This design comes from an exercise in tuning for small area and a short achievable clock period on the open sky130 flow, not from production work. Only simulation tests tie the RTL to the original design; equivalence was not proved.

## flow/design.v (module list and top-level ports; edited modules follow where they fit)
// module ROTATING_VECTORING: 3485 lines
module ROTATING_VECTORING(clk, xi, yi, xf, yf);
  // ...
==> flow/run.sh <==
#!/bin/bash
# synth_recipe.tcl (not shown) runs the flow's synth.tcl, then flattens the netlist and writes it again
# the make line also repeats each setting of config.mk as NAME=value (left out here)
make -C /OpenROAD-flow-scripts/flow DESIGN_CONFIG=/design/flow/config.mk WORK_HOME=/design/flow/orfs CLKGATE_MAP_FILE= SYNTH_SCRIPT=/design/flow/synth_recipe.tcl finish
==> flow/config.mk <==
export PLATFORM = sky130hd
export DESIGN_NAME = ROTATING_VECTORING
export DESIGN_NICKNAME = ROTATING_VECTORING
export VERILOG_FILES = /design/flow/design.v
export SDC_FILE = /design/flow/constraint.sdc
export NUM_CORES = 4
export LEC_CHECK = 0
export ABC_AREA = 1
export CAP_MARGIN = 20
export CORE_MARGIN = 2
export CORE_UTILIZATION = 40
export SETUP_SLACK_MARGIN = 5
export SLEW_MARGIN = 20
==> flow/constraint.sdc <==
create_clock -name core_clock -period 8.0 [get_ports {clk}]
set_input_delay 1.6000 -clock core_clock [delete_from_list [all_inputs] [get_ports {clk}]]
set_output_delay 1.6000 -clock core_clock [all_outputs]
set_load 0.01 [all_outputs]
==> impl_results.md, run 1 <==
* Synthesized cell area at 30,000 um2
* Compound-cell area share of the yosys netlist at 9.16%
* Total track usage at 15.7%
* RR Startpoint: rx5[1]$_DFF_P_
* CLK BUF at 66
* Post-synthesis mux area share at 0.0375%
* Worst-path cell chain: or4_4 -> o21ai_2 -> xor2_1 -> fa_2 -> inv_2 -> fa_2 -> nand3_2 -> nand2_2 -> nand3_2 -> nand2_2 -> nand3_2 -> nand2_4 -> fa_2 -> xor2_1
* Status: complete, no violations
* Crit path capture: ry6[9]$_DFF_P_
* Synth top area share at 31.7%
* Worst slack at placement at 4000 ps
* Dpl cell area at 31,700 um2
* CP bufs+invs at 1
* Req. time, crit path at 8490 ps
* Buffers added on ports at 64
* Area Growth Syn to Fin at 16.1%
* Die area at 77,300 um2
* Cell taking the most area after synthesis: dfxtp_1
* Synth top area cells: dfxtp_1 (32%), ha_1 (14%), xor2_1 (9.9%)
* First-pass GRT wire length at 102,000 um
* Routed len/inst at 13.3 um
* Reg2reg end: ry6[9]$_DFF_P_
* Most frequent cells in the layout: nand2_1 (555), dfxtp_1 (460), inv_1 (351)
* Non-Filler Instances at 4,578
* Pins over their slew limit at 0
* Met3 routed WL at 1980 um
==> run 2: changes to the inputs <==
--- a/flow/config.mk
+++ b/flow/config.mk
@@ -11,2 +11,3 @@
 export CORE_UTILIZATION = 40
+export PLACE_DENSITY = 0.75
 export SETUP_SLACK_MARGIN = 5
==> impl_results.md, run 2 <==
* Status: complete, no violations (unchanged)
* DR pass1 iterations at 6 (was 5)
* # IOs at 65 (unchanged)
* Fin crit period at 2970 ps (was 2990 ps)
* Largest net degree at the start of global routing at 31 (was 36)
* Max-cap violations at 0 (unchanged)
* Synth top area cells: dfxtp_1 (32%), ha_1 (14%), xor2_1 (9.9%) (unchanged)
* Mean post-synth cell area at 8.73 um2 (unchanged)
* Drt drc at 0 (unchanged)
* Buffers added on ports at 64 (unchanged)
* Most frequent cells in the layout: nand2_1 (556), dfxtp_1 (460), inv_1 (352) (was nand2_1 (555), dfxtp_1 (460), inv_1 (351))
* Fraction of layout cells with a size suffix above 1 at 9.51% (was 9.95%)
* Arrival time at the worst endpoint at 3480 ps (about the same)
* Root buf cell: clkbuf_16 (unchanged)
* Routed Antenna Nets at 0 (unchanged)
* Die H at 278 um (unchanged)
* Syn. warnings at 1 (unchanged)
* Post-synthesis instance total at 3,443 (unchanged)
* Total track usage at 15.6% (was 15.7%)
* Final nets at 4,063 (was 4,065)
* Placed Cells incl. Taps at 4,429 (was 4,431)
* CP peak stage delay at 540 ps (was 530 ps)
* Top cells by count, synth: nand2_1 (587), dfxtp_1 (476), inv_1 (363), ha_1 (343), xor2_1 (340) (unchanged)
* Worst Tran Pin Value at 707 ps (was 754 ps)
* Final setup TNS at 0 ps (unchanged)
* Routed len/inst at 13.6 um (was 13.3 um)
* Crit end category: flip-flop (unchanged)
* Ys async rst share at 0% (unchanged)
* Tcrit/Tclk final at 37.2% (was 37.4%)
* Dpl cell area at 31,700 um2 (about the same)
* Synth top area share at 31.7% (unchanged)
* Crit-path slowest cell: or4_4 (unchanged)
* Synth cell types at 47 (unchanged)
* Chip width at 278 um (unchanged)
* WS Path Type: flip-flop to flip-flop (unchanged)
* Multi-input logic area at 19,600 um2 (was 19,500 um2)
* Clock Path Buffers at 3 (unchanged)
* Hold Crit Class: flip-flop to flip-flop (unchanged)
* Clock latency on the worst-skew pair at 630 ps (was 610 ps)
* Vias in the first global route at 21,800 (was 21,100)
* Placeable Area at 74,400 um2 (unchanged)
* EDFF count, synth at 0 (unchanged)
* Cell taking the most area after synthesis: dfxtp_1 (unchanged)
* Filler Cell Count at 6,847 (was 7,119)
* Initial antenna violation count at 0 (unchanged)
* Pins over their slew limit at 0 (unchanged)
* Die area at 77,300 um2 (unchanged)
* DRT iter0 DRCs at 884 (was 799)
* CTS clock-pin slew for the worst setup and hold paths at 60 ps (about the same)
* # diodes at 0 (unchanged)
* GR Overflow Total at 0 (unchanged)
* Clock skew at 25.2 ps (was 26.6 ps)
* Worst reg-to-reg path cell count at 14 (unchanged)
* Area Growth Syn to Fin at 15.6% (was 16.1%)
* Register area at 9560 um2 (about the same)
* Fin area at 34,700 um2 (was 34,900 um2)
* FP Rows at 100 (unchanged)
* Req. time, crit path at 8510 ps (was 8490 ps)
* Crit-path max FO at 3 (was 4)
* Cell with the most instances after synthesis: nand2_1 (unchanged)
* Inserted Clock Buffers at 53 (unchanged)
* Slew margin rel. at 52.3% (was 49.2%)
* #FFs+latches synth at 476 (unchanged)
* First-pass GRT wire length at 102,000 um (about the same)
* Initial Util at 40.4% (unchanged)
* Post-detail-place hpwl at 47,900 um (was 48,300 um)
* Clock Sinks at 476 (unchanged)
* Final Hold Viols at 0 (unchanged)
* Commonest non-fill, non-tap cell in the layout: nand2_1 (unchanged)
* Non-Filler Instances at 4,576 (was 4,578)
* Routability cong. at 0.908 (was 0.895)
* Total Wirelength at 62,300 um (was 60,800 um)
* Main synth FF type: dfxtp_1 (unchanged)
* Synthesized cell area at 30,000 um2 (unchanged)
* Cts hold-fix bufs at 0 (unchanged)
* Final setup viols at 0 (unchanged)
* Worst Hold Depth at 0 (unchanged)
* CTS tree: done (unchanged)
* Vias per std cell at 4.86 (was 4.68)
* Via count at 22,200 (was 21,400)
* Mapped Nets at 3,941 (unchanged)
* Htree depth at 2 (unchanged)
* Max Clk Rate at 336 MHz (was 334 MHz)
* Worst slack at placement at 4070 ps (was 4000 ps)
* Worst-path cell chain: or4_4 -> o21ai_4 -> xor2_2 -> fa_2 -> inv_2 -> fa_2 -> nand3_2 -> nand2_2 -> nand3_2 -> nand2_4 -> nand3_4 -> nand2_4 -> fa_2 -> xor2_1 (was or4_4 -> o21ai_2 -> xor2_1 -> fa_2 -> inv_2 -> fa_2 -> nand3_2 -> nand2_2 -> nand3_2 -> nand2_2 -> nand3_2 -> nand2_4 -> fa_2 -> xor2_1)
* CP Launch Type: flip-flop (unchanged)
* PnR worst setup slack at 5030 ps (was 5010 ps)
* RSZ-0062 raised after global routing: true (unchanged)
* Sequential area share after synthesis at 31.7% (unchanged)
* Crit path top cell by count: fa_2
-- run 2: cell counts after synthesis --
Identical to the previous run, type by type.
-- run 2: worst paths after layout --
| check | from | endpoint | slack, ps |
|---|---|---|---|
| setup / recovery | ry5[1]$_DFF_P_ | rx6[9]$_DFF_P_ | 5030 |
| hold / removal | vE4[2]$_DFF_P_ | vE5[2]$_DFF_P_ | 320 |
| hold reg to reg | vE4[2]$_DFF_P_ | vE5[2]$_DFF_P_ | 320 |
| setup reg to reg | ry5[1]$_DFF_P_ | rx6[9]$_DFF_P_ | 5030 |
-- run 2: what timing repair did --
action | CTS | global route
setup buffers | 14 | 32
endpoints found under the hold margin | 0 | 0
pin swaps | 12 | 45
gates cloned | 3 | 1
resized for setup | 111 | 143
endpoints found under the setup margin | 132 | 102
-- run 2: layout make-up --
type,count,area share (%)
Multi-Input combinational cell,2540,56.3
Sequential cell,476,27.5
Clock buffer,70,4.32
Inverter,370,4.01
Timing Repair Buffer,124,3.52
Tap cell,969,3.49
Clock inverter,27,0.857
-- run 2: metrics by stage --
stage          utilization (%)  hold WS [ps]
2_1_floorplan                -           310
3_3_place_gp              42.6           310
3_5_place_dp              42.6           312
4_1_cts                   45.5           323
5_1_grt                   46.7           327
6_report                  46.7           321
-- run 2: critical path, delay by kind of cell (launching register included) --
kind,cells,cell delay (ps)
adder cells (fa/ha/maj),3,1020
AND/OR/NAND/NOR,7,980
XOR/XNOR,2,350
flip-flops,1,320
AO/OA/AOI/OAI,1,150
buffers and inverters,1,40
-- run 2: routing by layer --
layer / vias up / track usage, % / share of wire (%)
met5: - / 0 / 0
met4: 0 / 6.14 / 3.9
met3: 146 / 1.96 / 3.3
met2: 424 / 29.7 / 51
met1: 10200 / 17.6 / 42
li1: 11400 / - / -
-- run 2: kinds of logic (layout without fill, tap and decap cells) --
family          after synthesis  in the layout  share of synthesized area [%]
simple gates               1056           1056                           14.6
xor+xnor                    564            564                           16.4
flops                       476            476                           31.7
fa+ha+maj                   465            465                           22.4
compound gates              453            454                           9.16
buf+inv                     428            591                           5.62
mux                           1              1                         0.0375
==> run 3: changes to the inputs <==
--- a/flow/config.mk
+++ b/flow/config.mk
@@ -11,2 +11,3 @@
 export CORE_UTILIZATION = 40
+export CTS_CLUSTER_SIZE = 24
 export PLACE_DENSITY = 0.75
==> impl_results.md, run 3 <==
* Crit path top cell by count: fa_2 (unchanged)
* Routed len/inst at 13.6 um (unchanged)
* Htree depth at 2 (unchanged)
* Initial Util at 40.4% (unchanged)
* Die H at 278 um (unchanged)
* Mapped Nets at 3,941 (unchanged)
* Routability cong. at 0.908 (unchanged)
* Ys async rst share at 0% (unchanged)
* Root buf cell: clkbuf_16 (unchanged)
* Req. time, crit path at 8510 ps (about the same)
* Top cells by count, synth: nand2_1 (587), dfxtp_1 (476), inv_1 (363), ha_1 (343), xor2_1 (340) (unchanged)
* Fraction of layout cells with a size suffix above 1 at 9.51% (unchanged)
* Fin area at 34,700 um2 (unchanged)
* Placeable Area at 74,400 um2 (unchanged)
* Buffers added on ports at 64 (unchanged)
* Hold Path Origin: vE4[2]$_DFF_P_ (unchanged)
* Main synth FF type: dfxtp_1 (unchanged)
* # diodes at 0 (unchanged)
* PnR worst setup slack at 5030 ps (unchanged)
* Tcrit/Tclk final at 37.2% (unchanged)
* Reg2Reg Setup Slack at 5030 ps (about the same)
* Crit-path leading delay family: adder cells (unchanged)
* Synth top area cells: dfxtp_1 (32%), ha_1 (14%), xor2_1 (9.9%) (unchanged)
* Largest net degree at the start of global routing at 31 (unchanged)
* DR pass1 iterations at 6 (unchanged)
* Max Clk Rate at 336 MHz (unchanged)
* Crit end category: flip-flop (unchanged)
* Syn. warnings at 1 (unchanged)
* Final setup viols at 0 (unchanged)
* Die area at 77,300 um2 (unchanged)
* WS Path Type: flip-flop to flip-flop (unchanged)
* Final Hold Viols at 0 (unchanged)
* FP Rows at 100 (unchanged)
* Worst-path cell chain: or4_4 -> o21ai_4 -> xor2_2 -> fa_2 -> inv_2 -> fa_2 -> nand3_2 -> nand2_2 -> nand3_2 -> nand2_4 -> nand3_4 -> nand2_4 -> fa_2 -> xor2_1 (unchanged)
* Hold Crit Class: flip-flop to flip-flop (unchanged)
* Post-synthesis instance total at 3,443 (unchanged)
* Vias in the first global route at 21,800 (unchanged)
* Dpl cell area at 31,700 um2 (unchanged)
* Commonest non-fill, non-tap cell in the layout: nand2_1 (unchanged)
* CP bufs+invs at 1 (unchanged)
* CTS tree: done (unchanged)
* Drt drc at 0 (unchanged)
* RR Startpoint: ry5[1]$_DFF_P_ (unchanged)
* Max-cap violations at 0 (unchanged)
* EDFF count, synth at 0 (unchanged)
* Arrival time at the worst endpoint at 3480 ps (about the same)
* Worst Tran Pin Value at 707 ps (unchanged)
* Cell taking the most area after synthesis: dfxtp_1 (unchanged)
* Most frequent cells in the layout: nand2_1 (556), dfxtp_1 (460), inv_1 (352) (unchanged)
* Initial antenna violation count at 0 (unchanged)
* Final nets at 4,063 (unchanged)
* Clock Path Buffers at 3 (unchanged)
* Synth cell types at 47 (unchanged)
* Chip width at 278 um (unchanged)
* Crit-path slowest cell: or4_4 (unchanged)
* Sequential area share after synthesis at 31.7% (unchanged)
* Post-detail-place hpwl at 47,900 um (unchanged)
* Routed Antenna Nets at 0 (unchanged)
* GR Overflow Total at 0 (unchanged)
* Via count at 22,200 (unchanged)
* Status: complete, no violations (unchanged)
* Clock latency on the worst-skew pair at 630 ps (about the same)
* Slew margin rel. at 52.3% (unchanged)
* Synth top area share at 31.7% (unchanged)
* Clock Sinks at 476 (unchanged)
* Worst slack at placement at 4070 ps (unchanged)
* Reg2reg end: rx6[9]$_DFF_P_ (unchanged)
* # IOs at 65 (unchanged)
* Vias per std cell at 4.86 (unchanged)
* Inserted Clock Buffers at 53 (unchanged)
* Worst Hold Depth at 0 (unchanged)
* Worst reg-to-reg path cell count at 14 (unchanged)
* WHS at 321 ps (unchanged)
* #FFs+latches synth at 476 (unchanged)
* Mean post-synth cell area at 8.73 um2 (unchanged)
* CTS clock-pin slew for the worst setup and hold paths at 60 ps (about the same)
* DRT iter0 DRCs at 884 (unchanged)
* CP peak stage delay at 540 ps (about the same)
* CP Launch Type: flip-flop (unchanged)
* Total Wirelength at 62,300 um (unchanged)
* Fin crit period at 2970 ps (unchanged)
* Pins over their slew limit at 0 (unchanged)
* Cts hold-fix bufs at 0 (unchanged)
* Hold path endpoint: vE5[2]$_DFF_P_ (unchanged)
* Cell with the most instances after synthesis: nand2_1 (unchanged)
* Synthesized cell area at 30,000 um2 (unchanged)
* Area Growth Syn to Fin at 15.6% (unchanged)
* Final setup TNS at 0 ps (unchanged)
* First-pass GRT wire length at 102,000 um (unchanged)
* Total track usage at 15.6% (unchanged)
* Clock skew at 25.2 ps (unchanged)
* Crit-path max FO at 3 (unchanged)
* RSZ-0062 raised after global routing: true (unchanged)
-- run 3: cell counts in the layout (fill, tap and decap cells not counted) --
Identical to the previous run, type by type.
-- run 3: how the worst max path moves through the flow --
stage	start	endpoint	slack, ps	cells after the start
after floorplan	rd2[2]$_DFF_P_	ry3[9]$_DFF_P_	4960	13
after CTS	yi[10]	vn1[13]$_DFF_P_	5000	10
after global routing	ve0$_DFF_P_	vx2[9]$_DFF_P_	4820	15
after global placement	yi[10]	rx1[15]$_DFF_P_	4060	10
final	ry5[1]$_DFF_P_	rx6[9]$_DFF_P_	5030	14
after detailed placement	ve0$_DFF_P_	vy2[8]$_DFF_P_	4070	15
-- run 3: stage by stage --
stage / util, % / instances
2_1_floorplan: - / 3443
3_3_place_gp: 42.6 / 4429
3_5_place_dp: 42.6 / 4429
4_1_cts: 45.5 / 4543
5_1_grt: 46.7 / 4576
6_report: 46.7 / 4576
-- run 3: layer usage --
layer	vias up	track usage (%)	part of all wire [%]
met5	-	0	0
met4	0	6.14	3.9
met3	146	1.96	3.3
met2	424	29.7	51
met1	10200	17.6	42
li1	11400	-	-
-- run 3: worst register-to-register path: stages (launching register included) --
cell and delay (ps):
dfxtp_2 320, or4_4 540, o21ai_4 150, xor2_2 190, fa_2 230, inv_2 40, fa_2 400, nand3_2 80
nand2_2 60, nand3_2 90, nand2_4 70, nand3_4 80, nand2_4 60, fa_2 390, xor2_1 160
-- run 3: area by class of cell --
type	instances	area, um2
Fill cell	6847	39700
Multi-Input combinational cell	2540	19600
Sequential cell	476	9560
Clock buffer	70	1500
Inverter	370	1390
Timing Repair Buffer	124	1220
Tap cell	969	1210
Clock inverter	27	298
-- run 3: kinds of logic (layout without fill, tap and decap cells) --
group	Yosys count	after routing	share of synthesized area, %
simple gates	1056	1056	14.6
xor+xnor	564	564	16.4
flops	476	476	31.7
fa+ha+maj	465	465	22.4
compound gates	453	454	9.16
buf+inv	428	591	5.62
mux	1	1	0.0375
-- run 3: what timing repair did --
item / CTS / global route
buffers inserted: 14 / 32
resized for setup: 111 / 143
gates cloned: 3 / 1
endpoints found under the setup margin: 132 / 102
pin swaps: 12 / 45
hold endpoints to repair: 0 / 0
==> run 4: changes to the inputs <==
--- a/flow/config.mk
+++ b/flow/config.mk
@@ -11,2 +11,3 @@
 export CORE_UTILIZATION = 40
+export CTS_CLUSTER_DIAMETER = 100
 export CTS_CLUSTER_SIZE = 24
==> impl_results.md, run 4 <==
* Max-cap violations at 0 (unchanged)
* WS Path Type: flip-flop to flip-flop (unchanged)
* EDFF count, synth at 0 (unchanged)
* DR pass1 iterations at 5 (was 6)
* Final Hold Viols at 0 (unchanged)
* Initial antenna violation count at 0 (unchanged)
* Synth cell types at 47 (unchanged)
* Tcrit/Tclk final at 37.0% (was 37.2%)
* Commonest non-fill, non-tap cell in the layout: nand2_1 (unchanged)
* Main synth FF type: dfxtp_1 (unchanged)
* GR Overflow Total at 0 (unchanged)
* Area Growth Syn to Fin at 12.2% (was 15.6%)
* Post-synthesis instance total at 3,443 (unchanged)
* Top cells by count, synth: nand2_1 (587), dfxtp_1 (476), inv_1 (363), ha_1 (343), xor2_1 (340) (unchanged)
* GR Util met1 at 17.5% (was 17.6%)
* Routed Antenna Nets at 0 (unchanged)
* # diodes at 0 (unchanged)
* Crit end category: flip-flop (unchanged)
* Clock Path Buffers at 3 (unchanged)
* Worst Tran Pin Value at 832 ps (was 707 ps)
* Root buf cell: clkbuf_16 (unchanged)
* Final setup TNS at 0 ps (unchanged)
* CTS tree: done (unchanged)
* Status: complete, no violations (unchanged)
* Crit-path leading delay family: adder cells (unchanged)
* Cts hold-fix bufs at 0 (unchanged)
* Cell taking the most area after synthesis: dfxtp_1 (unchanged)
* Max Clk Rate at 337 MHz (was 336 MHz)
* Routability cong. at 0.908 (unchanged)
* # IOs at 65 (unchanged)
* Most Crowded Layer GR: met2 (unchanged)
* Sequential area share after synthesis at 31.7% (unchanged)
* Crit-path slowest cell: or4_4 (unchanged)
* Req. time, crit path at 8490 ps (was 8510 ps)
* Final setup viols at 0 (unchanged)
* Die area at 77,300 um2 (unchanged)
* Synthesized cell area at 30,000 um2 (unchanged)
* Fin crit period at 2960 ps (was 2970 ps)
* Die H at 278 um (unchanged)
* Crit-path max FO at 2 (was 3)
* Ys async rst share at 0% (unchanged)
* Vias in the first global route at 21,700 (was 21,800)
* Placeable Area at 74,400 um2 (unchanged)
* Final nets at 4,036 (was 4,063)
* Chip width at 278 um (unchanged)
* CTS clock-pin slew for the worst setup and hold paths at 90 ps (was 60 ps)
* Worst reg-to-reg path cell count at 14 (unchanged)
* Slew margin rel. at 44.5% (was 52.3%)
* Initial Util at 40.4% (unchanged)
* Largest net degree at the start of global routing at 31 (unchanged)
* Synth top area share at 31.7% (unchanged)
* Fraction of layout cells with a size suffix above 1 at 8.26% (was 9.51%)
* Cell with the most instances after synthesis: nand2_1 (unchanged)
* Mapped Nets at 3,941 (unchanged)
* First-pass GRT wire length at 101,000 um (was 102,000 um)
* CP Launch Type: flip-flop (unchanged)
* Total Wirelength at 60,400 um (was 62,300 um)
* Vias per std cell at 4.84 (was 4.86)
* Grt met2 use at 29.8% (was 29.7%)
* Mean post-synth cell area at 8.73 um2 (unchanged)
* Met3 Use GR at 1.46% (was 1.96%)
* Htree depth at 1 (was 2)
* Most frequent cells in the layout: nand2_1 (553), dfxtp_1 (458), inv_1 (352) (was nand2_1 (556), dfxtp_1 (460), inv_1 (352))
* Post-detail-place hpwl at 47,900 um (unchanged)
* RSZ-0062 raised after global routing: true (unchanged)
* FP Rows at 100 (unchanged)
* Worst Hold Depth at 0 (unchanged)
* Worst-path cell chain: or4_4 -> o21ai_4 -> xor2_2 -> fa_2 -> inv_2 -> fa_2 -> nand3_2 -> nand2_2 -> nand3_2 -> nand2_2 -> nand3_2 -> nand2_4 -> fa_2 -> xor2_1 (was or4_4 -> o21ai_4 -> xor2_2 -> fa_2 -> inv_2 -> fa_2 -> nand3_2 -> nand2_2 -> nand3_2 -> nand2_4 -> nand3_4 -> nand2_4 -> fa_2 -> xor2_1)
* Buffers added on ports at 64 (unchanged)
* Pins over their slew limit at 0 (unchanged)
* Hold Crit Class: flip-flop to flip-flop (unchanged)
* Synth top area cells: dfxtp_1 (32%), ha_1 (14%), xor2_1 (9.9%) (unchanged)
* Clock latency on the worst-skew pair at 600 ps (was 630 ps)
* CP peak stage delay at 540 ps (about the same)
* Via count at 21,900 (was 22,200)
* CP Depth at 14 (unchanged)
* #FFs+latches synth at 476 (unchanged)
* Filler Cell Count at 6,981 (was 6,847)
* Drt drc at 0 (unchanged)
* CP bufs+invs at 1 (unchanged)
* DRT iter0 DRCs at 796 (was 884)
* Syn. warnings at 1 (unchanged)
* Clock skew at 23.6 ps (was 25.2 ps)
* Dpl cell area at 31,700 um2 (unchanged)
* Clock Sinks at 476 (unchanged)
* Total track usage at 15.3% (was 15.6%)
* Fin area at 33,700 um2 (was 34,700 um2)
* Routed len/inst at 13.4 um (was 13.6 um)
* Arrival time at the worst endpoint at 3450 ps (was 3480 ps)
* Inserted Clock Buffers at 27 (was 53)
-- run 4: layout make-up --
cell class	count	area, um2	area share [%]
clock buffer	29	693	2.06
timing repair buffer	123	1210	3.60
sequential	476	9560	28.4
tap	969	1210	3.60
multi-input combinational	2540	19500	57.9
clock inverter	11	138	0.408
inverter	370	1390	4.13
-- run 4: through the flow --
| stage | instances | hold slack (ps) | worst slack (ps) | util [%] |
|---|---|---|---|---|
| floorplan | 3443 | 310 | 4960 | - |
| global placement | 4429 | 310 | 4060 | 42.6 |
| detailed placement | 4429 | 312 | 4070 | 42.6 |
| CTS | 4493 | 332 | 4940 | 44.3 |
| global route | 4518 | 337 | 4800 | 45.3 |
| finish | 4518 | 329 | 5040 | 45.3 |
-- run 4: kinds of logic after synthesis --
group / after synthesis / synth area share (%)
flip-flops: 476 / 31.7
XOR/XNOR: 564 / 16.4
adder cells (fa/ha/maj): 465 / 22.4
AND/OR/NAND/NOR: 1056 / 14.6
AO/OA/AOI/OAI: 453 / 9.16
buffers and inverters: 428 / 5.62
multiplexers: 1 / 0.0375
-- run 4: path summary, 6_finish.rpt --
kind / start / endpoint / slack [ps]
setup / recovery: rx5[3]$_DFF_P_ / ry6[9]$_DFF_P_ / 5040
hold / removal: vE4[2]$_DFF_P_ / vE5[2]$_DFF_P_ / 330
setup reg to reg: rx5[3]$_DFF_P_ / ry6[9]$_DFF_P_ / 5040
hold reg to reg: vE4[2]$_DFF_P_ / vE5[2]$_DFF_P_ / 330
-- run 4: metal layers --
metal	up-vias	share of wire, %
met1	10100	42
met5	-	0
li1	11400	-
met4	0	3.0
met2	357	52
met3	111	3.0
-- run 4: worst register-to-register path: stages, from the launching register on --
cell and delay, ps:
dfxtp_2 330, or4_4 540, o21ai_4 180, xor2_2 180, fa_2 220, inv_2 40, fa_2 390, nand3_2 80
nand2_2 70, nand3_2 70, nand2_2 70, nand3_2 80, nand2_4 70, fa_2 390, xor2_1 140
-- run 4: what timing repair did --
item | 4_1_cts | 5_1_grt
gates resized for setup | 115 | 134
setup buffers | 21 | 25
cloned | 3 | 0
hold endpoints to repair | 0 | 0
setup endpoints to repair | 132 | 98
pin swaps | 20 | 48
==> run 5: changes to the inputs <==
--- a/flow/config.mk
+++ b/flow/config.mk
@@ -16 +16,2 @@
 export SLEW_MARGIN = 20
+export TNS_END_PERCENT = 50
==> impl_results.md, run 5 <==
* Via count at 21,600 (was 21,900)
* Req. time, crit path at 6400 ps (was 8490 ps)
* Reg2reg end: rx6[9]$_DFF_P_ (was ry6[9]$_DFF_P_)
* Clock Path Buffers at 3 (unchanged)
* CP peak stage delay at 530 ps (was 540 ps)
* Mean post-synth cell area at 8.73 um2 (unchanged)
* Hold Path Origin: vE3[1]$_DFF_P_ (was vE4[2]$_DFF_P_)
* Area Growth Syn to Fin at 12.2% (about the same)
* Cell taking the most area after synthesis: dfxtp_1 (unchanged)
* WS Path Type: flip-flop to output pin (was flip-flop to flip-flop)
* Htree depth at 1 (unchanged)
* GR Overflow Total at 0 (unchanged)
* Post-detail-place hpwl at 47,400 um (was 47,900 um)
* First-pass GRT wire length at 99,000 um (was 101,000 um)
* Commonest non-fill, non-tap cell in the layout: nand2_1 (unchanged)
* DRT iter0 DRCs at 789 (was 796)
* Final Hold Viols at 0 (unchanged)
* Cts hold-fix bufs at 0 (unchanged)
* Final core utilization at 45.3% (about the same)
* Crit-path slowest cell: clkdlybuf4s50_1 (was or4_4)
* Hold Crit Class: flip-flop to flip-flop (unchanged)
* Total track usage at 15.1% (was 15.3%)
* Mapped Nets at 3,941 (unchanged)
* Sequential area share after synthesis at 31.7% (unchanged)
* # diodes at 0 (unchanged)
* Most frequent cells in the layout: nand2_1 (552), dfxtp_1 (462), inv_1 (351) (was nand2_1 (553), dfxtp_1 (458), inv_1 (352))
* Syn. warnings at 1 (unchanged)
* Synthesized cell area at 30,000 um2 (unchanged)
* Root buf cell: clkbuf_16 (unchanged)
* Main synth FF type: dfxtp_1 (unchanged)
* Final setup TNS at 0 ps (unchanged)
* Clock Sinks at 476 (unchanged)
* # IOs at 65 (unchanged)
* RSZ-0062 raised after global routing: true (unchanged)
* Chip width at 278 um (unchanged)
* Tcrit/Tclk final at 37.8% (was 37.0%)
* Initial Util at 40.4% (unchanged)
* Status: complete, no violations (unchanged)
* Crit-path max FO at 1 (was 2)
* Max Clk Rate at 331 MHz (was 337 MHz)
* CTS tree: done (unchanged)
* Largest net degree at the start of global routing at 31 (unchanged)
* Vias in the first global route at 21,400 (was 21,700)
* Die area at 77,300 um2 (unchanged)
* Worst reg-to-reg path cell count at 14 (unchanged)
* Routed Antenna Nets at 0 (unchanged)
* Worst-path cell chain: clkdlybuf4s50_1 (was or4_4 -> o21ai_4 -> xor2_2 -> fa_2 -> inv_2 -> fa_2 -> nand3_2 -> nand2_2 -> nand3_2 -> nand2_2 -> nand3_2 -> nand2_4 -> fa_2 -> xor2_1)
* Worst Tran Pin Value at 884 ps (was 832 ps)
* Routability cong. at 0.920 (was 0.908)
* DR pass1 iterations at 4 (was 5)
* Slew margin rel. at 40.7% (was 44.5%)
* Crit end category: output pin (was flip-flop)
* Total Wirelength at 59,300 um (was 60,400 um)
* Hold path endpoint: vE4[1]$_DFF_P_ (was vE5[2]$_DFF_P_)
* Synth cell types at 47 (unchanged)
* Final nets at 4,030 (was 4,036)
* Synth top area share at 31.7% (unchanged)
* Die H at 278 um (unchanged)
* CTS clock-pin slew for the worst setup and hold paths at 90 ps (about the same)
* Drt drc at 0 (unchanged)
* Vias per std cell at 4.79 (was 4.84)
* Placeable Area at 74,400 um2 (unchanged)
* #FFs+latches synth at 476 (unchanged)
* Crit-path leading delay family: buffers and inverters (was adder cells)
* Worst Hold Depth at 0 (unchanged)
* EDFF count, synth at 0 (unchanged)
* Worst slack at placement at 4030 ps (was 4070 ps)
* Cell with the most instances after synthesis: nand2_1 (unchanged)
* Filler Cell Count at 6,952 (was 6,981)
* CP bufs+invs at 1 (unchanged)
* PnR worst setup slack at 4980 ps (was 5040 ps)
* Synth top area cells: dfxtp_1 (32%), ha_1 (14%), xor2_1 (9.9%) (unchanged)
* Inserted Clock Buffers at 25 (was 27)
* WHS at 330 ps (was 329 ps)
* Fin crit period at 3020 ps (was 2960 ps)
* Arrival time at the worst endpoint at 1420 ps (was 3450 ps)
* Initial antenna violation count at 0 (unchanged)
* Buffers added on ports at 64 (unchanged)
* Top cells by count, synth: nand2_1 (587), dfxtp_1 (476), inv_1 (363), ha_1 (343), xor2_1 (340) (unchanged)
* FP Rows at 100 (unchanged)
* Ys async rst share at 0% (unchanged)
* Clock latency on the worst-skew pair at 590 ps (was 600 ps)
* Routed len/inst at 13.2 um (was 13.4 um)
* CP Launch Type: flip-flop (unchanged)
* RR Startpoint: ry5[1]$_DFF_P_ (was rx5[3]$_DFF_P_)
* Fraction of layout cells with a size suffix above 1 at 8.03% (was 8.26%)
* Reg2Reg Setup Slack at 5050 ps (was 5040 ps)
* Max-cap violations at 0 (unchanged)
* Final setup viols at 0 (unchanged)
* Clock skew at 28.2 ps (was 23.6 ps)
* Pins over their slew limit at 0 (unchanged)
* Placed Cells incl. Taps at 4,429 (unchanged)
* Non-Filler Instances at 4,506 (was 4,518)
* Post-synthesis instance total at 3,443 (unchanged)
run 5: worst max-delay path by stage:
stage                     cells past startpoint            from               to
after floorplan                              13  rd2[2]$_DFF_P_   ry3[9]$_DFF_P_
after global placement                       10          yi[10]  rx1[15]$_DFF_P_
after detailed placement                     16     ve0$_DFF_P_   vx2[9]$_DFF_P_
after CTS                                     1  yo[11]$_DFF_P_           yf[11]
after global routing                         13  ry4[1]$_DFF_P_   rx5[9]$_DFF_P_
final                                         1   yo[2]$_DFF_P_            yf[2]
run 5: layout make-up:
type | count | area [um2] | share of cell area (%)
multi-input combinational | 2540 | 19600 | 58.1
sequential | 476 | 9560 | 28.4
inverter | 370 | 1390 | 4.14
timing repair buffer | 119 | 1230 | 3.66
tap | 969 | 1210 | 3.60
clock buffer | 25 | 626 | 1.86
clock inverter | 7 | 97.6 | 0.290
run 5: logic make-up after synthesis:
kind of cell	Yosys count	share of synthesized area (%)
and+or+nand+nor	1056	14.6
xor gates and xnor gates	564	16.4
DFF	476	31.7
adders and majority gates	465	22.4
AOI/OAI and AO/OA	453	9.16
buffers and inverters	428	5.62
muxes	1	0.0375
run 5: layer usage:
metal,up-vias,GRT usage [%],share of wire [%]
met4,0,5.00,3.2
met5,-,0,0
met1,9834,17.4,43
met3,105,1.47,2.9
met2,339,28.8,51
li1,11300,-,-
run 5: repair_timing:
item	in CTS	in global routing
setup buffers	18	24
endpoints found under the setup margin	130	134
pin swaps	17	48
gates resized for setup	89	153
cloned	3	0
run 5: through the flow:
stage | cell area (um2)
6_report | 33700
2_1_floorplan | 30100
5_1_grt | 33700
3_3_place_gp | 31700
3_5_place_dp | 31700
4_1_cts | 32900
==> run 6: changes to the inputs <==
--- a/flow/config.mk
+++ b/flow/config.mk
@@ -13,2 +13,3 @@
 export CTS_CLUSTER_SIZE = 24
+export GPL_ROUTABILITY_DRIVEN = 0
 export PLACE_DENSITY = 0.75
@@ -16,2 +17 @@
 export SLEW_MARGIN = 20
-export TNS_END_PERCENT = 50
==> impl_results.md, run 6 <==
* Worst slack at placement at 4070 ps (was 4030 ps)
* Drt drc at 0 (unchanged)
* Mean post-synth cell area at 8.73 um2 (unchanged)
* Synth top area share at 31.7% (unchanged)
* Post-detail-place hpwl at 45,900 um (was 47,400 um)
* Hold Path Origin: vE3[1]$_DFF_P_ (unchanged)
* Htree depth at 1 (unchanged)
* CP peak stage delay at 480 ps (was 530 ps)
* Top cells by count, synth: nand2_1 (587), dfxtp_1 (476), inv_1 (363), ha_1 (343), xor2_1 (340) (unchanged)
* Root buf cell: clkbuf_16 (unchanged)
* Die area at 77,300 um2 (unchanged)
* Sequential area share after synthesis at 31.7% (unchanged)
* Worst Tran Pin Value at 709 ps (was 884 ps)
* PnR worst setup slack at 4990 ps (was 4980 ps)
* Crit-path max FO at 8 (was 1)
* Via count at 21,600 (about the same)
* Synth cell types at 47 (unchanged)
* FP Rows at 100 (unchanged)
* CTS tree: done (unchanged)
* Initial antenna violation count at 0 (unchanged)
* WS Path Type: primary input to flip-flop (was flip-flop to output pin)
* Clock Path Buffers at 3 (unchanged)
* Final Hold Viols at 0 (unchanged)
* Cell with the most instances after synthesis: nand2_1 (unchanged)
* Buffers added on ports at 64 (unchanged)
* Max Clk Rate at 333 MHz (was 331 MHz)
* Slew margin rel. at 52.2% (was 40.7%)
* Reg2Reg Setup Slack at 5060 ps (was 5050 ps)
* Worst-path cell chain: clkdlybuf4s50_1 -> inv_1 -> ha_4 -> buf_4 -> o31ai_4 -> nand2_1 -> nand2_2 -> nand2_1 -> nand2_2 -> a21oi_2 -> xor2_1 (was clkdlybuf4s50_1)
* Total track usage at 14.6% (was 15.1%)
* Pins over their slew limit at 0 (unchanged)
* Routed Antenna Nets at 0 (unchanged)
* Final setup TNS at 0 ps (unchanged)
* Placeable Area at 74,400 um2 (unchanged)
* Final setup viols at 0 (unchanged)
* Crit end category: flip-flop (was output pin)
* Syn. warnings at 1 (unchanged)
* Mapped Nets at 3,941 (unchanged)
* Worst Hold Depth at 0 (unchanged)
* CTS clock-pin slew for the worst setup and hold paths at 90 ps (about the same)
* Clock latency on the worst-skew pair at 590 ps (about the same)
* Placed Cells incl. Taps at 4,429 (unchanged)
* Dpl cell area at 31,700 um2 (unchanged)
* Clock Sinks at 476 (unchanged)
* Fraction of layout cells with a size suffix above 1 at 7.86% (was 8.03%)
* Commonest non-fill, non-tap cell in the layout: nand2_1 (unchanged)
* Arrival time at the worst endpoint at 3500 ps (was 1420 ps)
* Main synth FF type: dfxtp_1 (unchanged)
* Largest net degree at the start of global routing at 36 (was 31)
* # diodes at 0 (unchanged)
* Tcrit/Tclk final at 37.6% (was 37.8%)
* # IOs at 65 (unchanged)
* DR pass1 iterations at 6 (was 4)
* Initial Util at 40.4% (unchanged)
* Clock skew at 33.3 ps (was 28.2 ps)
* Cell taking the most area after synthesis: dfxtp_1 (unchanged)
* GR Overflow Total at 0 (unchanged)
* Max-cap violations at 0 (unchanged)
* Final core utilization at 45.0% (was 45.3%)
* Non-Filler Instances at 4,504 (was 4,506)
* First-pass GRT wire length at 96,700 um (was 99,000 um)
* CP Launch Type: primary input (was flip-flop)
* Filler Cell Count at 6,967 (was 6,952)
* Routed len/inst at 12.7 um (was 13.2 um)
* RSZ-0062 raised after global routing: true (unchanged)
* Synth top area cells: dfxtp_1 (32%), ha_1 (14%), xor2_1 (9.9%) (unchanged)
* Worst reg-to-reg path cell count at 13 (was 14)
* Vias per std cell at 4.80 (was 4.79)
* #FFs+latches synth at 476 (unchanged)
* Fin crit period at 3010 ps (was 3020 ps)
* WHS at 331 ps (was 330 ps)
* Crit path from: yi[2] (was yo[2]$_DFF_P_)
* Area Growth Syn to Fin at 11.4% (was 12.2%)
* Vias in the first global route at 21,300 (was 21,400)
* Final nets at 4,029 (was 4,030)
* Most frequent cells in the layout: nand2_1 (557), dfxtp_1 (458), inv_1 (353) (was nand2_1 (552), dfxtp_1 (462), inv_1 (351))
* Crit-path slowest cell: clkdlybuf4s50_1 (unchanged)
* Fin area at 33,500 um2 (was 33,700 um2)
* Chip width at 278 um (unchanged)
* Inserted Clock Buffers at 24 (was 25)
* Hold Crit Class: flip-flop to flip-flop (unchanged)
* Die H at 278 um (unchanged)
* Synthesized cell area at 30,000 um2 (unchanged)
* Status: complete, no violations (unchanged)
* EDFF count, synth at 0 (unchanged)
* RR Startpoint: vx5[1]$_DFF_P_ (was ry5[1]$_DFF_P_)
* Post-synthesis instance total at 3,443 (unchanged)
* Ys async rst share at 0% (unchanged)
* DRT iter0 DRCs at 888 (was 789)
* Req. time, crit path at 8490 ps (was 6400 ps)
* Total Wirelength at 57,300 um (was 59,300 um)
-- run 6: metal layers --
layer	GRT usage [%]	share of wire, %
met2	27.6	50
met1	17.2	43
met4	4.78	3.3
met3	1.42	3.6
met5	0	0
-- run 6: final cells by class --
class / instances / area [um2] / share of cell area, %
clock buffer: 25 / 604 / 1.81
clock inverter: 5 / 53.8 / 0.161
inverter: 370 / 1390 / 4.15
multi-input combinational: 2540 / 19500 / 58.3
sequential: 476 / 9560 / 28.6
tap: 969 / 1210 / 3.62
timing repair buffer: 119 / 1130 / 3.39
-- run 6: critical path, delay by kind of cell --
family	cells	cell delay, ps
xor gates and xnor gates	1	150
AOI/OAI and AO/OA	2	390
and+or+nand+nor	4	380
buffers and inverters	3	700
adders and majority gates	1	280
-- run 6: timing repair --
item,CTS,global route
pin swaps,20,34
gates cloned,2,0
hold buffers,0,0
buffers inserted,18,25
endpoints found under the hold margin,0,0
gates resized for setup,109,136
endpoints found under the setup margin,118,106
-- run 6: cells by family after synthesis --
| family | after synthesis | synth area share (%) |
|---|---|---|
| AOI/OAI and AO/OA | 453 | 9.16 |
| xor gates and xnor gates | 564 | 16.4 |
| adders and majority gates | 465 | 22.4 |
| buffers and inverters | 428 | 5.62 |
| DFF | 476 | 31.7 |
| muxes | 1 | 0.0375 |
| and+or+nand+nor | 1056 | 14.6 |
-- run 6: path summary, 6_finish.rpt --
path                                   endpoint
worst max-delay path            ry1[10]$_DFF_P_
worst min-delay path             vE4[1]$_DFF_P_
worst min register to register   vE4[1]$_DFF_P_
worst max register to register   vy6[8]$_DFF_P_
==> run 7: changes to the inputs <==
--- a/flow/config.mk
+++ b/flow/config.mk
@@ -12,4 +12,3 @@
 export CTS_CLUSTER_DIAMETER = 100
-export CTS_CLUSTER_SIZE = 24
-export GPL_ROUTABILITY_DRIVEN = 0
+export CTS_CLUSTER_SIZE = 30
 export PLACE_DENSITY = 0.75
==> impl_results.md, run 7 <==
* Synth top area cells: dfxtp_1 (32%), ha_1 (14%), xor2_1 (9.9%) (unchanged)
* Worst Hold Depth at 0 (unchanged)
* Synthesized cell area at 30,000 um2 (unchanged)
* Routed Antenna Nets at 0 (unchanged)
* Routability cong. at 0.908
* Slew margin rel. at 44.6% (was 52.2%)
* Fraction of layout cells with a size suffix above 1 at 8.57% (was 7.86%)
* Dpl cell area at 31,700 um2 (unchanged)
* Inserted Clock Buffers at 23 (was 24)
* Synth top area share at 31.7% (unchanged)
* Total track usage at 15.2% (was 14.6%)
* Root buf cell: clkbuf_16 (unchanged)
* CP Launch Type: flip-flop (was primary input)
* #FFs+latches synth at 476 (unchanged)
* Clock latency on the worst-skew pair at 600 ps (was 590 ps)
* Hold Path Origin: vE4[2]$_DFF_P_ (was vE3[1]$_DFF_P_)
* Pins over their slew limit at 0 (unchanged)
* Register area at 9570 um2 (was 9560 um2)
* Vias in the first global route at 21,600 (was 21,300)
* Syn. warnings at 1 (unchanged)
* Chip width at 278 um (unchanged)
* Filler Cell Count at 7,003 (was 6,967)
* Mapped Nets at 3,941 (unchanged)
* Crit path from: ry1[15]$_DFF_P_ (was yi[2])
* Clock skew at 47.0 ps (was 33.3 ps)
* Initial antenna violation count at 0 (unchanged)
* Die area at 77,300 um2 (unchanged)
* Max Clk Rate at 336 MHz (was 333 MHz)
* Crit-path max FO at 7 (was 8)
* Buffers added on ports at 64 (unchanged)
* Initial Util at 40.4% (unchanged)
* Sequential area share after synthesis at 31.7% (unchanged)
* # IOs at 65 (unchanged)
* DRT iter0 DRCs at 899 (was 888)
* EDFF count, synth at 0 (unchanged)
* Commonest non-fill, non-tap cell in the layout: nand2_1 (unchanged)
* Req. time, crit path at 8470 ps (was 8490 ps)
* Htree depth at 1 (unchanged)
* CTS clock-pin slew for the worst setup and hold paths at 120 ps (was 90 ps)
* Final setup viols at 0 (unchanged)
* RR Startpoint: ry1[15]$_DFF_P_ (was vx5[1]$_DFF_P_)
* RSZ-0062 raised after global routing: true (unchanged)
* Arrival time at the worst endpoint at 3450 ps (was 3500 ps)
* Fin crit period at 2980 ps (was 3010 ps)
* Max-cap violations at 0 (unchanged)
* Multi-input logic area at 19,600 um2 (was 19,500 um2)
* Placeable Area at 74,400 um2 (unchanged)
* Fin area at 33,700 um2 (was 33,500 um2)
* Status: complete, no violations (unchanged)
* Clock Sinks at 476 (unchanged)
* DR pass1 iterations at 7 (was 6)
* FP Rows at 100 (unchanged)
* Largest net degree at the start of global routing at 31 (was 36)
* Hold Crit Class: flip-flop to flip-flop (unchanged)
* First-pass GRT wire length at 100,000 um (was 96,700 um)
* Synth cell types at 47 (unchanged)
* Top cells by count, synth: nand2_1 (587), dfxtp_1 (476), inv_1 (363), ha_1 (343), xor2_1 (340) (unchanged)
* WS Path Type: flip-flop to flip-flop (was primary input to flip-flop)
* Final setup TNS at 0 ps (unchanged)
* Cell taking the most area after synthesis: dfxtp_1 (unchanged)
* Ys async rst share at 0% (unchanged)
* Main synth FF type: dfxtp_1 (unchanged)
* Cts hold-fix bufs at 0 (unchanged)
* Cell with the most instances after synthesis: nand2_1 (unchanged)
* CTS tree: done (unchanged)
* Worst Tran Pin Value at 831 ps (was 709 ps)
* Drt drc at 0 (unchanged)
* Final Hold Viols at 0 (unchanged)
* # diodes at 0 (unchanged)
* GR Overflow Total at 0 (unchanged)
* Die H at 278 um (unchanged)
* Mean post-synth cell area at 8.73 um2 (unchanged)
* Most frequent cells in the layout: nand2_1 (551), dfxtp_1 (457), inv_1 (350) (was nand2_1 (557), dfxtp_1 (458), inv_1 (353))
* Crit end category: flip-flop (unchanged)
* Post-detail-place hpwl at 47,900 um (was 45,900 um)
* Tcrit/Tclk final at 37.2% (was 37.6%)
* Vias per std cell at 4.83 (was 4.80)
* Area Growth Syn to Fin at 12.3% (was 11.4%)
* Routed len/inst at 13.3 um (was 12.7 um)
* Via count at 21,800 (was 21,600)
* Clock Path Buffers at 3 (unchanged)
* Post-synthesis instance total at 3,443 (unchanged)
* Final nets at 4,032 (was 4,029)
* Total Wirelength at 60,000 um (was 57,300 um)
* Worst reg-to-reg path cell count at 16 (was 13)
run 7: final timing paths:
kind,endpoint,slack (ps)
setup / recovery,vy2[9]$_DFF_P_,5020
hold / removal,vE5[2]$_DFF_P_,330
setup reg to reg,vy2[9]$_DFF_P_,5020
hold reg to reg,vE5[2]$_DFF_P_,330
run 7: cell families (layout without fill, tap and decap cells):
| group | after synthesis | in the layout | synth area share [%] |
|---|---|---|---|
| mux | 1 | 1 | 0.0375 |
| simple gates | 1056 | 1056 | 14.6 |
| compound gates | 453 | 454 | 9.16 |
| buf+inv | 428 | 530 | 5.62 |
| fa+ha+maj | 465 | 465 | 22.4 |
| flops | 476 | 476 | 31.7 |
| xor+xnor | 564 | 564 | 16.4 |
run 7: area by class of cell:
class / count / share of cell area [%]
timing repair buffer: 123 / 3.58
clock buffer: 25 / 1.79
inverter: 370 / 4.14
tap: 969 / 3.59
clock inverter: 12 / 0.564
sequential: 476 / 28.3
multi-input combinational: 2540 / 58.0
run 7: worst max-delay path, cell delays in order, from the launching register on:
cell,delay [ps]
dfxtp_4,390
inv_2,130
nand2_2,110
o21ai_4,130
buf_4,200
xnor2_1,140
fa_1,200
inv_1,50
fa_1,400
nand3_1,110
nand2_1,90
nand3_1,80
nand2_1,80
nand3_1,90
nand2_2,110
fa_1,390
xor2_1,150
run 7: through the flow:
step	util, %	instances	hold WS [ps]	setup WS [ps]
after detailed placement	42.6	4429	312	4070
final	45.3	4515	333	5020
after floorplan	-	3443	310	4960
after CTS	44.3	4490	337	4970
after global placement	42.6	4429	310	4060
after global routing	45.3	4515	340	4810
run 7: timing repair:
action | in CTS | in global routing
pin swaps | 18 | 43
resized for setup | 123 | 143
gates cloned | 3 | 0
setup endpoints to repair | 135 | 99
setup buffers | 21 | 25
run 7: layer usage:
metal	up-vias	track usage, %	routed length (um)
met2	370	29.4	30600
li1	11300	-	-
met5	-	0	0
met1	10000	17.5	25700
met3	119	1.29	1710
met4	0	5.07	1910
==> run 8: changes to the inputs <==
--- a/flow/config.mk
+++ b/flow/config.mk
@@ -11,3 +11,3 @@
 export CORE_UTILIZATION = 40
-export CTS_CLUSTER_DIAMETER = 100
+export CTS_BUF_LIST = sky130_fd_sc_hd__clkbuf_8
 export CTS_CLUSTER_SIZE = 30
==> impl_results.md, run 8 <==
* Routed Antenna Nets at 0 (unchanged)
* First-pass GRT wire length at 102,000 um (was 100,000 um)
* Mean post-synth cell area at 8.73 um2 (unchanged)
* Max Clk Rate at 336 MHz (about the same)
* #FFs+latches synth at 476 (unchanged)
* Fin crit period at 2970 ps (was 2980 ps)
* Most frequent cells in the layout: nand2_1 (556), dfxtp_1 (461), inv_1 (374) (was nand2_1 (551), dfxtp_1 (457), inv_1 (350))
* Fraction of layout cells with a size suffix above 1 at 10.0% (was 8.57%)
* Slew margin rel. at 46.8% (was 44.6%)
* Hold Crit Class: flip-flop to flip-flop (unchanged)
* Register area at 9560 um2 (was 9570 um2)
* CP Launch Type: flip-flop (unchanged)
* Final core utilization at 46.6% (was 45.3%)
* # IOs at 65 (unchanged)
* Post-detail-place hpwl at 47,900 um (unchanged)
* Filler Cell Count at 6,900 (was 7,003)
* Syn. warnings at 1 (unchanged)
* Worst-path cell chain: or4_4 -> o21ai_4 -> xor2_2 -> fa_2 -> inv_2 -> fa_2 -> nand3_2 -> nand2_2 -> nand3_2 -> nand2_4 -> nand3_4 -> nand2_4 -> fa_2 -> xor2_1 (was inv_2 -> nand2_2 -> o21ai_4 -> buf_4 -> xnor2_1 -> fa_1 -> inv_1 -> fa_1 -> nand3_1 -> nand2_1 -> nand3_1 -> nand2_1 -> nand3_1 -> nand2_2 -> fa_1 -> xor2_1)
* EDFF count, synth at 0 (unchanged)
* Initial Util at 40.4% (unchanged)
* DR pass1 iterations at 5 (was 7)
* Total Wirelength at 61,900 um (was 60,000 um)
* CP bufs+invs at 1 (was 3)
* GR Overflow Total at 0 (unchanged)
* Placeable Area at 74,400 um2 (unchanged)
* Final setup TNS at 0 ps (unchanged)
* Area Growth Syn to Fin at 15.5% (was 12.3%)
* Largest net degree at the start of global routing at 31 (unchanged)
* Mapped Nets at 3,941 (unchanged)
* Via count at 22,300 (was 21,800)
* Top cells by count, synth: nand2_1 (587), dfxtp_1 (476), inv_1 (363), ha_1 (343), xor2_1 (340) (unchanged)
* Routed len/inst at 13.4 um (was 13.3 um)
* Htree depth at 3 (was 1)
* Synth cell types at 47 (unchanged)
* Root buf cell: clkbuf_8 (was clkbuf_16)
* Final Hold Viols at 0 (unchanged)
* Drt drc at 0 (unchanged)
* WS Path Type: flip-flop to flip-flop (unchanged)
* Inserted Clock Buffers at 85 (was 23)
* CTS clock-pin slew for the worst setup and hold paths at 60 ps (was 120 ps)
* Crit-path max FO at 3 (was 7)
* Status: complete, no violations (unchanged)
* CP peak stage delay at 540 ps (was 400 ps)
* Ys async rst share at 0% (unchanged)
* Chip width at 278 um (unchanged)
* Final setup viols at 0 (unchanged)
* Tcrit/Tclk final at 37.2% (about the same)
* Main synth FF type: dfxtp_1 (unchanged)
* Clock latency on the worst-skew pair at 690 ps (was 600 ps)
* Max-cap violations at 0 (unchanged)
* Synthesized cell area at 30,000 um2 (unchanged)
* Cell taking the most area after synthesis: dfxtp_1 (unchanged)
* WHS at 311 ps (was 333 ps)
* Synth top area share at 31.7% (unchanged)
* Crit-path slowest cell: or4_4 (was fa_1)
* Die area at 77,300 um2 (unchanged)
* Crit path top cell by count: fa_2
* Crit end category: flip-flop (unchanged)
* Buffers added on ports at 64 (unchanged)
* FP Rows at 100 (unchanged)
* Die H at 278 um (unchanged)
* Req. time, crit path at 8560 ps (was 8470 ps)
* Vias per std cell at 4.82 (was 4.83)
* Clock Sinks at 476 (unchanged)
* Cts hold-fix bufs at 0 (unchanged)
* Commonest non-fill, non-tap cell in the layout: nand2_1 (unchanged)
* Non-Filler Instances at 4,627 (was 4,515)
* Multi-input logic area at 19,500 um2 (was 19,600 um2)
* Placed Cells incl. Taps at 4,429 (unchanged)
* CTS tree: done (unchanged)
* Total track usage at 15.7% (was 15.2%)
* Arrival time at the worst endpoint at 3530 ps (was 3450 ps)
* DRT iter0 DRCs at 842 (was 899)
* Final nets at 4,086 (was 4,032)
* Initial antenna violation count at 1 (was 0)
* Vias in the first global route at 22,200 (was 21,600)
* RSZ-0062 raised after global routing: true (unchanged)
* Worst Tran Pin Value at 789 ps (was 831 ps)
* Synth top area cells: dfxtp_1 (32%), ha_1 (14%), xor2_1 (9.9%) (unchanged)
* Post-synthesis instance total at 3,443 (unchanged)
* Cell with the most instances after synthesis: nand2_1 (unchanged)
* Crit-path leading delay family: adder cells (unchanged)
* Sequential area share after synthesis at 31.7% (unchanged)
* Clock skew at 47.7 ps (was 47.0 ps)
* Routability cong. at 0.908 (unchanged)
* Clock Path Buffers at 3 (unchanged)
* Pins over their slew limit at 0 (unchanged)
-- run 8: per-stage QoR --
step	instance area [um2]	setup slack (ps)
floorplan	30100	4960
global placement	31700	4060
detailed placement	31700	4070
CTS	34000	5000
global route	34700	4900
finish	34700	5030
-- run 8: final timing paths --
kind	startpoint	slack, ps	to	cells after the start
min	vE3[0]$_DFF_P_	310	vE4[0]$_DFF_P_	0
max	ry5[1]$_DFF_P_	5030	rx6[9]$_DFF_P_	14
min reg2reg	vE3[0]$_DFF_P_	310	vE4[0]$_DFF_P_	0
max reg2reg	ry5[1]$_DFF_P_	5030	rx6[9]$_DFF_P_	14
-- run 8: worst reg2reg max path, stage by stage (launching register included) --
cell and delay [ps]:
dfxtp_2 320, or4_4 540, o21ai_4 170, xor2_2 190
fa_2 230, inv_2 40, fa_2 400, nand3_2 80
nand2_2 60, nand3_2 90, nand2_4 70, nand3_4 80
nand2_4 70, fa_2 390, xor2_1 160
-- run 8: area by class of cell --
type / instances / area share (%)
multi-input combinational: 2540 / 56.1
sequential: 476 / 27.6
clock buffer: 105 / 4.16
inverter: 370 / 4.01
tap: 969 / 3.49
timing repair buffer: 115 / 3.27
clock inverter: 51 / 1.40
antenna: 1 / 0.00721
-- run 8: cell families after synthesis --
kind of cell,Yosys count,share of synthesized area [%]
xor+xnor,564,16.4
mux,1,0.0375
fa+ha+maj,465,22.4
buf+inv,428,5.62
compound gates,453,9.16
simple gates,1056,14.6
flops,476,31.7
-- run 8: layer usage --
metal / vias up / GRT usage [%] / wire, um
met5: - / 0 / 0
met2: 426 / 29.4 / 31400
met1: 10200 / 17.4 / 25800
met4: 0 / 7.03 / 2480
met3: 159 / 2.53 / 2150
li1: 11500 / - / -
-- run 8: timing repair --
item / CTS / global route
gates resized for setup: 90 / 145
endpoints found under the setup margin: 110 / 92
cloned: 3 / 0
pin swaps: 6 / 36
setup buffers: 11 / 27
==> run 9: changes to the inputs <==
--- a/flow/config.mk
+++ b/flow/config.mk
@@ -11,3 +11,3 @@
 export CORE_UTILIZATION = 40
-export CTS_BUF_LIST = sky130_fd_sc_hd__clkbuf_8
+export CTS_CLUSTER_DIAMETER = 80
 export CTS_CLUSTER_SIZE = 30
==> impl_results.md, run 9 <==
* Clock Sinks at 476 (unchanged)
* Routed Antenna Nets at 0 (unchanged)
* EDFF count, synth at 0 (unchanged)
* Crit-path max FO at 6 (was 3)
* Vias per std cell at 4.84 (was 4.82)
* CP Depth at 9 (was 14)
* #FFs+latches synth at 476 (unchanged)
* Crit path from: xi[7] (was ry5[1]$_DFF_P_)
* WHS at 328 ps (was 311 ps)
* PnR worst setup slack at 5040 ps (was 5030 ps)
* Worst Tran Pin Value at 837 ps (was 789 ps)
* Fin area at 33,800 um2 (was 34,700 um2)
* Routability cong. at 0.908 (unchanged)
* CTS tree: done (unchanged)
* RSZ-0062 raised after global routing: true (unchanged)
* Total track usage at 15.3% (was 15.7%)
* CP peak stage delay at 520 ps (was 540 ps)
* Final setup viols at 0 (unchanged)
* Synthesized cell area at 30,000 um2 (unchanged)
* Chip width at 278 um (unchanged)
* # diodes at 0 (was 1)
* Crit-path leading delay family: buffers and inverters (was adder cells)
* Slew margin rel. at 44.2% (was 46.8%)
* Buffers added on ports at 64 (unchanged)
* GR Overflow Total at 0 (unchanged)
* Initial antenna violation count at 0 (was 1)
* Final nets at 4,028 (was 4,086)
* Commonest non-fill, non-tap cell in the layout: nand2_1 (unchanged)
* Synth top area cells: dfxtp_1 (32%), ha_1 (14%), xor2_1 (9.9%) (unchanged)
* Drt drc at 0 (unchanged)
* Non-Filler Instances at 4,519 (was 4,627)
* Max Clk Rate at 337 MHz (was 336 MHz)
* Crit-path slowest cell: clkdlybuf4s50_1 (was or4_4)
* Crit end category: flip-flop (unchanged)
* DRT iter0 DRCs at 887 (was 842)
* CTS clock-pin slew for the worst setup and hold paths at 110 ps (was 60 ps)
* Root buf cell: clkbuf_16 (was clkbuf_8)
* Total Wirelength at 60,300 um (was 61,900 um)
* Mean post-synth cell area at 8.73 um2 (unchanged)
* Largest net degree at the start of global routing at 31 (unchanged)
* Most frequent cells in the layout: nand2_1 (554), dfxtp_1 (458), inv_1 (352) (was nand2_1 (556), dfxtp_1 (461), inv_1 (374))
* Placeable Area at 74,400 um2 (unchanged)
* Htree depth at 1 (was 3)
* Ys async rst share at 0% (unchanged)
* DR pass1 iterations at 5 (unchanged)
* CP Launch Type: primary input (was flip-flop)
* Synth cell types at 47 (unchanged)
* Mapped Nets at 3,941 (unchanged)
* Filler Cell Count at 7,011 (was 6,900)
* Synth top area share at 31.7% (unchanged)
* Vias in the first global route at 21,600 (was 22,200)
* Clock latency on the worst-skew pair at 630 ps (was 690 ps)
* CP bufs+invs at 2 (was 1)
* Arrival time at the worst endpoint at 3480 ps (was 3530 ps)
* Hold Path Origin: vE4[2]$_DFF_P_ (was vE3[0]$_DFF_P_)
* Sequential area share after synthesis at 31.7% (unchanged)
* Via count at 21,900 (was 22,300)
* Area Growth Syn to Fin at 12.6% (was 15.5%)
* Clock skew at 36.6 ps (was 47.7 ps)
* Clock Path Buffers at 3 (unchanged)
* FP Rows at 100 (unchanged)
* Max-cap violations at 0 (unchanged)
* Dpl cell area at 31,700 um2 (unchanged)
* Worst-path cell chain: clkdlybuf4s50_1 -> ha_2 -> inv_2 -> nand2_1 -> nor3_1 -> nand4_1 -> nand3_2 -> a21oi_1 -> xor2_1 (was or4_4 -> o21ai_4 -> xor2_2 -> fa_2 -> inv_2 -> fa_2 -> nand3_2 -> nand2_2 -> nand3_2 -> nand2_4 -> nand3_4 -> nand2_4 -> fa_2 -> xor2_1)
* Fin crit period at 2960 ps (was 2970 ps)
* Inserted Clock Buffers at 27 (was 85)
* Worst Hold Depth at 0 (unchanged)
* Reg2Reg Setup Slack at 5040 ps (was 5030 ps)
* Fraction of layout cells with a size suffix above 1 at 8.23% (was 10.0%)
* Final Hold Viols at 0 (unchanged)
* # IOs at 65 (unchanged)
* Final setup TNS at 0 ps (unchanged)
* Post-detail-place hpwl at 47,900 um (unchanged)
* Worst slack at placement at 4070 ps (unchanged)
* Req. time, crit path at 8510 ps (was 8560 ps)
* Cell with the most instances after synthesis: nand2_1 (unchanged)
* WS Path Type: primary input to flip-flop (was flip-flop to flip-flop)
* First-pass GRT wire length at 100,000 um (was 102,000 um)
* Final core utilization at 45.4% (was 46.6%)
* Pins over their slew limit at 0 (unchanged)
* Top cells by count, synth: nand2_1 (587), dfxtp_1 (476), inv_1 (363), ha_1 (343), xor2_1 (340) (unchanged)
* Tcrit/Tclk final at 37.0% (was 37.2%)
* Die H at 278 um (unchanged)
* RR Startpoint: rx5[3]$_DFF_P_ (was ry5[1]$_DFF_P_)
* Syn. warnings at 1 (unchanged)
* Hold Crit Class: flip-flop to flip-flop (unchanged)
* Placed Cells incl. Taps at 4,429 (unchanged)
* Worst reg-to-reg path cell count at 14 (unchanged)
* Routed len/inst at 13.3 um (was 13.4 um)
* Cts hold-fix bufs at 0 (unchanged)
* Initial Util at 40.4% (unchanged)
* Main synth FF type: dfxtp_1 (unchanged)
* Status: complete, no violations (unchanged)
* Cell taking the most area after synthesis: dfxtp_1 (unchanged)
* Die area at 77,300 um2 (unchanged)
* Post-synthesis instance total at 3,443 (unchanged)
==> run 9: path summary, 6_finish.rpt <==
kind	end
worst max-delay path	ry1[15]$_DFF_P_
worst min-delay path	vE5[2]$_DFF_P_
worst max register to register	ry6[9]$_DFF_P_
worst min register to register	vE5[2]$_DFF_P_
==> run 9: cell type report <==
cell class	instances	area, um2	area share (%)
inverters	370	1390	4.12
well taps	969	1210	3.58
clock inverters	21	357	1.05
repair buffers	115	1150	3.39
multi-input cells	2540	19500	57.6
clock buffers	28	679	2.01
flip-flops and latches	476	9560	28.3
==> run 9: kinds of logic (layout without fill, tap and decap cells) <==
group / Yosys count / after routing / synth area share, %
XOR/XNOR: 564 / 564 / 16.4
AND/OR/NAND/NOR: 1056 / 1056 / 14.6
multiplexers: 1 / 1 / 0.0375
adder cells (fa/ha/maj): 465 / 465 / 22.4
flip-flops: 476 / 476 / 31.7
AO/OA/AOI/OAI: 453 / 454 / 9.16
buffers and inverters: 428 / 534 / 5.62
==> run 9: worst register-to-register path: stages, from the launching register on <==
cell and delay (ps):
dfxtp_2 330, or4_4 540, o21ai_4 180, xor2_2 180, fa_2 220, inv_2 40
fa_2 390, nand3_2 80, nand2_2 70, nand3_2 70, nand2_2 70, nand3_2 80
nand2_4 70, fa_2 390, xor2_1 140
==> run 9: timing repair <==
item,in CTS,in global routing
buffers inserted,19,19
pin swaps,18,39
endpoints found under the setup margin,129,102
cloned,3,0
gates resized for setup,112,132
==> run 9: metal layers <==
layer	up-vias	global-route usage [%]	routed length, um
li1	11300	-	-
met1	10000	17.4	25700
met2	366	29.4	30700
met3	119	1.39	1760
met4	0	5.21	2120
met5	-	0	0

## separate check: timing with driven ports
The flow's constraints put no driver on any port. The routed layouts listed below were extracted and timed again, unchanged, in two steps.
Step 1 (the two cells are an assumption about what drives the block):
set clk [get_ports {clk}]
set_driving_cell -lib_cell sky130_fd_sc_hd__clkbuf_16 $clk
set_driving_cell -lib_cell sky130_fd_sc_hd__buf_2 [delete_from_list [all_inputs] $clk]
Step 2 also shifts input and output timing later by t, the mid clock arrival at the registers, as if the neighbouring blocks saw the same clock.
Slacks: ideal ports / drivers / drivers and shift; pairs: ideal ports / drivers.
run	t, ns	setup WS [ns]	worst setup path after step 2	latest minus earliest clock arrival (ns)	worst register clock-pin slew, ns
run 1	0.654	5.010 / 5.010 / 4.432	input to register	0.032 / 0.032	0.07 / 0.07
run 2	0.672	5.025 / 5.025 / 4.444	input to register	0.031 / 0.031	0.06 / 0.06
run 3	0.672	5.025 / 5.025 / 4.444	input to register	0.031 / 0.031	0.06 / 0.06
run 4	0.653	5.036 / 5.036 / 4.453	input to register	0.025 / 0.025	0.10 / 0.10
run 5	0.627	4.978 / 4.922 / 4.423	input to register	0.028 / 0.029	0.10 / 0.10
run 6	0.630	4.993 / 5.026 / 4.396	input to register	0.035 / 0.034	0.09 / 0.09
run 7	0.640	5.023 / 5.023 / 4.486	input to register	0.049 / 0.050	0.12 / 0.12
run 8	0.724	5.027 / 5.027 / 4.366	input to register	0.050 / 0.051	0.07 / 0.07
run 9	0.667	5.037 / 5.040 / 4.407	input to register	0.038 / 0.037	0.11 / 0.11
After both steps every run listed still meets setup and hold. The setup slack of run 8, which loses most, moves by 0.000 ns with the drivers and by -0.661 ns with both steps.
